This design comes from an exercise in tuning for small area, a short achievable clock period and few clock cycles per item on the open sky130 flow, not from production work.
Function was checked by simulation only, so behaviour that the tests miss may differ from the original.
No activity file was given, so power comes from the tool's default toggle rates.

Setup of run A:
==> flow/design.v (excerpt) <==
module dma_top (
    input  wire        clk,
    input  wire        reset,
    input  wire        trigger,
    input  wire [4:0]  length,
    input  wire [31:0] source_address,
    input  wire [31:0] destination_address,
    output wire        done,
    output wire [31:0] ARADDR,
    output wire        ARVALID,
    input  wire        ARREADY,
    input  wire [31:0] RDATA,
    input  wire        RVALID,
    output wire        RREADY,
    output wire [31:0] AWADDR,
    output wire        AWVALID,
    input  wire        AWREADY,
    output wire [31:0] WDATA,
    output wire        WVALID,
    input  wire        WREADY,
    input  wire        BVALID,
    output wire        BREADY
);
master_dma u_dma (
    .clk(clk),
    .reset(reset),
    .trigger(trigger),
    .length(length),
    .source_address(source_address),
    .destination_address(destination_address),
    .done(done),
    .ARADDR(ARADDR),
    .ARVALID(ARVALID),
    .ARREADY(ARREADY),
    .RDATA(RDATA),
    .RVALID(RVALID),
    .RREADY(RREADY),
    .AWADDR(AWADDR),
    .AWVALID(AWVALID),
    .AWREADY(AWREADY),
    .WDATA(WDATA),
    .WVALID(WVALID),
    .WREADY(WREADY),
    .BVALID(BVALID),
    .BREADY(BREADY)
);
endmodule
Settings: LEC_CHECK=0, CAP_MARGIN=20, CORE_MARGIN=2, CORE_UTILIZATION=45, PLACE_DENSITY=0.35, SETUP_SLACK_MARGIN=1.3, SLEW_MARGIN=20; clock period 3.5 ns.
standard.sh (not shown) runs the stock make flow with config.mk's settings and CLKGATE_MAP_FILE= SYNTH_SCRIPT=/design/flow/synth_recipe.tcl, a recipe that flattens the netlist after the stock synthesis.
==> flow/flow/run.sh <==
#!/bin/bash
# ORFS layout with two changes from the standard one:
#  - synthesis maps the logic with a plain delay-oriented ABC script (no
#    full/half-adder extraction, no ABC buffering or resizing); everything else
#    in synthesis, including the registers, is the standard synthesis;
#  - the port buffers are the smallest buffer cell.
set -euo pipefail
here=$(pwd)
rm -rf "$here/scripts_abc"
cp -r "$FLOW_HOME/scripts" "$here/scripts_abc"
printf '&get -n\n&st\n&dch\n&nf -p\n&put\n' > "$here/scripts_abc/abc_speed.script"
bash standard.sh "SCRIPTS_DIR=$here/scripts_abc" 'ADDER_MAP_FILE=' synth > synth.log 2>&1
bash standard.sh 'BUFFER_PORTS_ARGS=-buffer_cell sky130_fd_sc_hd__buf_1' finish > layout.log 2>&1
Testbench counts of run A, summed over its fixed seeds: cycles 29,253, words 9,566.
What run B does differently from run A at the input level:
Settings: removing PLACE_DENSITY (formerly 0.35).
Between run A and run B, the post-cts hold buffer count figures differ only marginally.
[compare] base=run A new=run B: final period utilization lost 0.59 points; final instance area neither gained nor lost much; clock-pin slew of the registers on the worst-case setup and hold paths neither gained nor lost much; clock network fraction of total power picked up an extra 0.5 points.
Per the comparison of run B with run A, multi-input combinational area share up 0.37 points, internal power flat.
Run B ended up with a lower initial antenna violation count than run A did.
## Diff of input files: run C against run B
Settings: SETUP_SLACK_MARGIN: 1.3 -> 1.45.
Notes after the runs:
Summary of run C over run B: non-filler instance count after layout went up 1.4%; clock buffer and inverter area fraction after layout now sits higher. Run comparison: run C slowest stage cell on the critical path and2_4; run B slowest stage cell on the critical path xnor2_1. Run C consumes more power than run B does. Against run B, run C comes in 0.09 ns lower on arrival time at the worst endpoint. Looking at number of resized instances in the post-cts repair step, run C sits above run B. Run C vs. run B: via density per instance saw little to no change, aggregate routed wire length climbed about 6%, final clock period utilization by the worst path shows a reduction of 2.4 points, first-pass GRT wire length moved up. In the tables for run B and run C, non-clock buffer area fraction after layout reads lower with run B. Share of the final layout cell area in sequential cells is higher on run B.
#### Input delta (run D over run C)
Settings: PLACE_DENSITY: unset -> 0.8; SETUP_SLACK_MARGIN: 1.45 -> 1.3.
==> comparison <==
Re worst-case hold slack: run D is 0.011 ns down on run C.
Cells: run D has fewer instances than run C
Compare run C and run D | minimum period implied by the final worst setup slack higher: run D
Taking run C as the reference, in run D sequential share of layout area went up 1.4 points, total power went down about 2.7%.
Going from run C to run D, vias after detailed routing went up 8, total length of routed wires went up 2.0%, non-clock buffer count went down 7, total setup buffers inserted after CTS went down 2.

dma_top again, from the RTL that the note above started with.
export LEC_CHECK = 0
export CAP_MARGIN = 20
export CORE_MARGIN = 2
export CORE_UTILIZATION = 45
export SETUP_SLACK_MARGIN = 1.45
export SLEW_MARGIN = 20
create_clock -name core_clock -period 3.5 [get_ports {clk}]
==> flow/flow/run.sh <==
#!/bin/bash
# ORFS layout with two changes from the standard one:
#  - synthesis maps the logic with a plain delay-oriented ABC script (no
#    full/half-adder extraction, no ABC buffering or resizing); everything else
#    in synthesis, including the registers, is the standard synthesis;
#  - the port buffers are the smallest buffer cell.
set -euo pipefail
here=$(pwd)
rm -rf "$here/scripts_abc"
cp -r "$FLOW_HOME/scripts" "$here/scripts_abc"
printf '&get -n\n&st\n&dch\n&nf -p\n&put\n' > "$here/scripts_abc/abc_speed.script"
bash standard.sh "SCRIPTS_DIR=$here/scripts_abc" 'ADDER_MAP_FILE=' synth > synth.log 2>&1
bash standard.sh 'BUFFER_PORTS_ARGS=-buffer_cell sky130_fd_sc_hd__buf_1' 'SETUP_MOVE_SEQUENCE=unbuffer,sizeup,swap' finish > layout.log 2>&1
Testbench counts at the start, summed over its fixed seeds: cycles 29,253, words 9,566.
Next try:
--- a/flow/flow/run.sh
+++ b/flow/flow/run.sh
@@ -12,2 +12,2 @@
 bash standard.sh "SCRIPTS_DIR=$here/scripts_abc" 'ADDER_MAP_FILE=' synth > synth.log 2>&1
-bash standard.sh 'BUFFER_PORTS_ARGS=-buffer_cell sky130_fd_sc_hd__buf_1' 'SETUP_MOVE_SEQUENCE=unbuffer,sizeup,swap' finish > layout.log 2>&1
+bash standard.sh 'BUFFER_PORTS_ARGS=-buffer_cell sky130_fd_sc_hd__buf_1' finish > layout.log 2>&1
SETUP_SLACK_MARGIN = unset   (was 1.45)
The changed run finished clean; cell area decreases by 7.1%; worst setup slack got worse by 0.34 ns; clock-buffer cell count does not change; power falls by 12%; wire length falls by 5.4%; synthesized cell count stays the same; sequential power stays flat; fmax came out lower by 14%; non-clock buffer count does not change.

## what the ideal ports hide
Ports are ideal in the flow. The routed layouts listed here were re-timed in OpenROAD.
Step 1 sets driving cells, clkbuf_16 on the clock port and buf_2 on the other inputs (assumed; they add their load-dependent delay and slew).
Step 2 also shifts input and output timing later by t, the mid clock arrival at the registers, as if the neighbouring blocks saw the same clock.
Slacks: ideal ports / drivers / drivers and shift; pairs: ideal ports / drivers.
run	t, ns	setup slack, ns	hold WS [ns]	worst setup path after step 2
run A	0.285	1.363 / 1.333 / 1.178	0.479 / 0.479 / 0.479	input to register
run B	0.289	1.383 / 1.349 / 1.194	0.487 / 0.487 / 0.487	input to register
run C	0.296	1.466 / 1.423 / 1.281	0.489 / 0.489 / 0.489	input to register
run D	0.296	1.353 / 1.323 / 1.232	0.478 / 0.478 / 0.478	input to register
the first run of note 2	0.295	1.466 / 1.439 / 1.264	0.489 / 0.489 / 0.489	input to register
the second run of note 2	0.289	1.128 / 1.105 / 1.100	0.488 / 0.488 / 0.488	input to register
After both steps setup and hold are still met in every run listed. The setup slack of the first run of note 2, which loses most, moves by -0.027 ns with the drivers and by -0.202 ns with both steps.
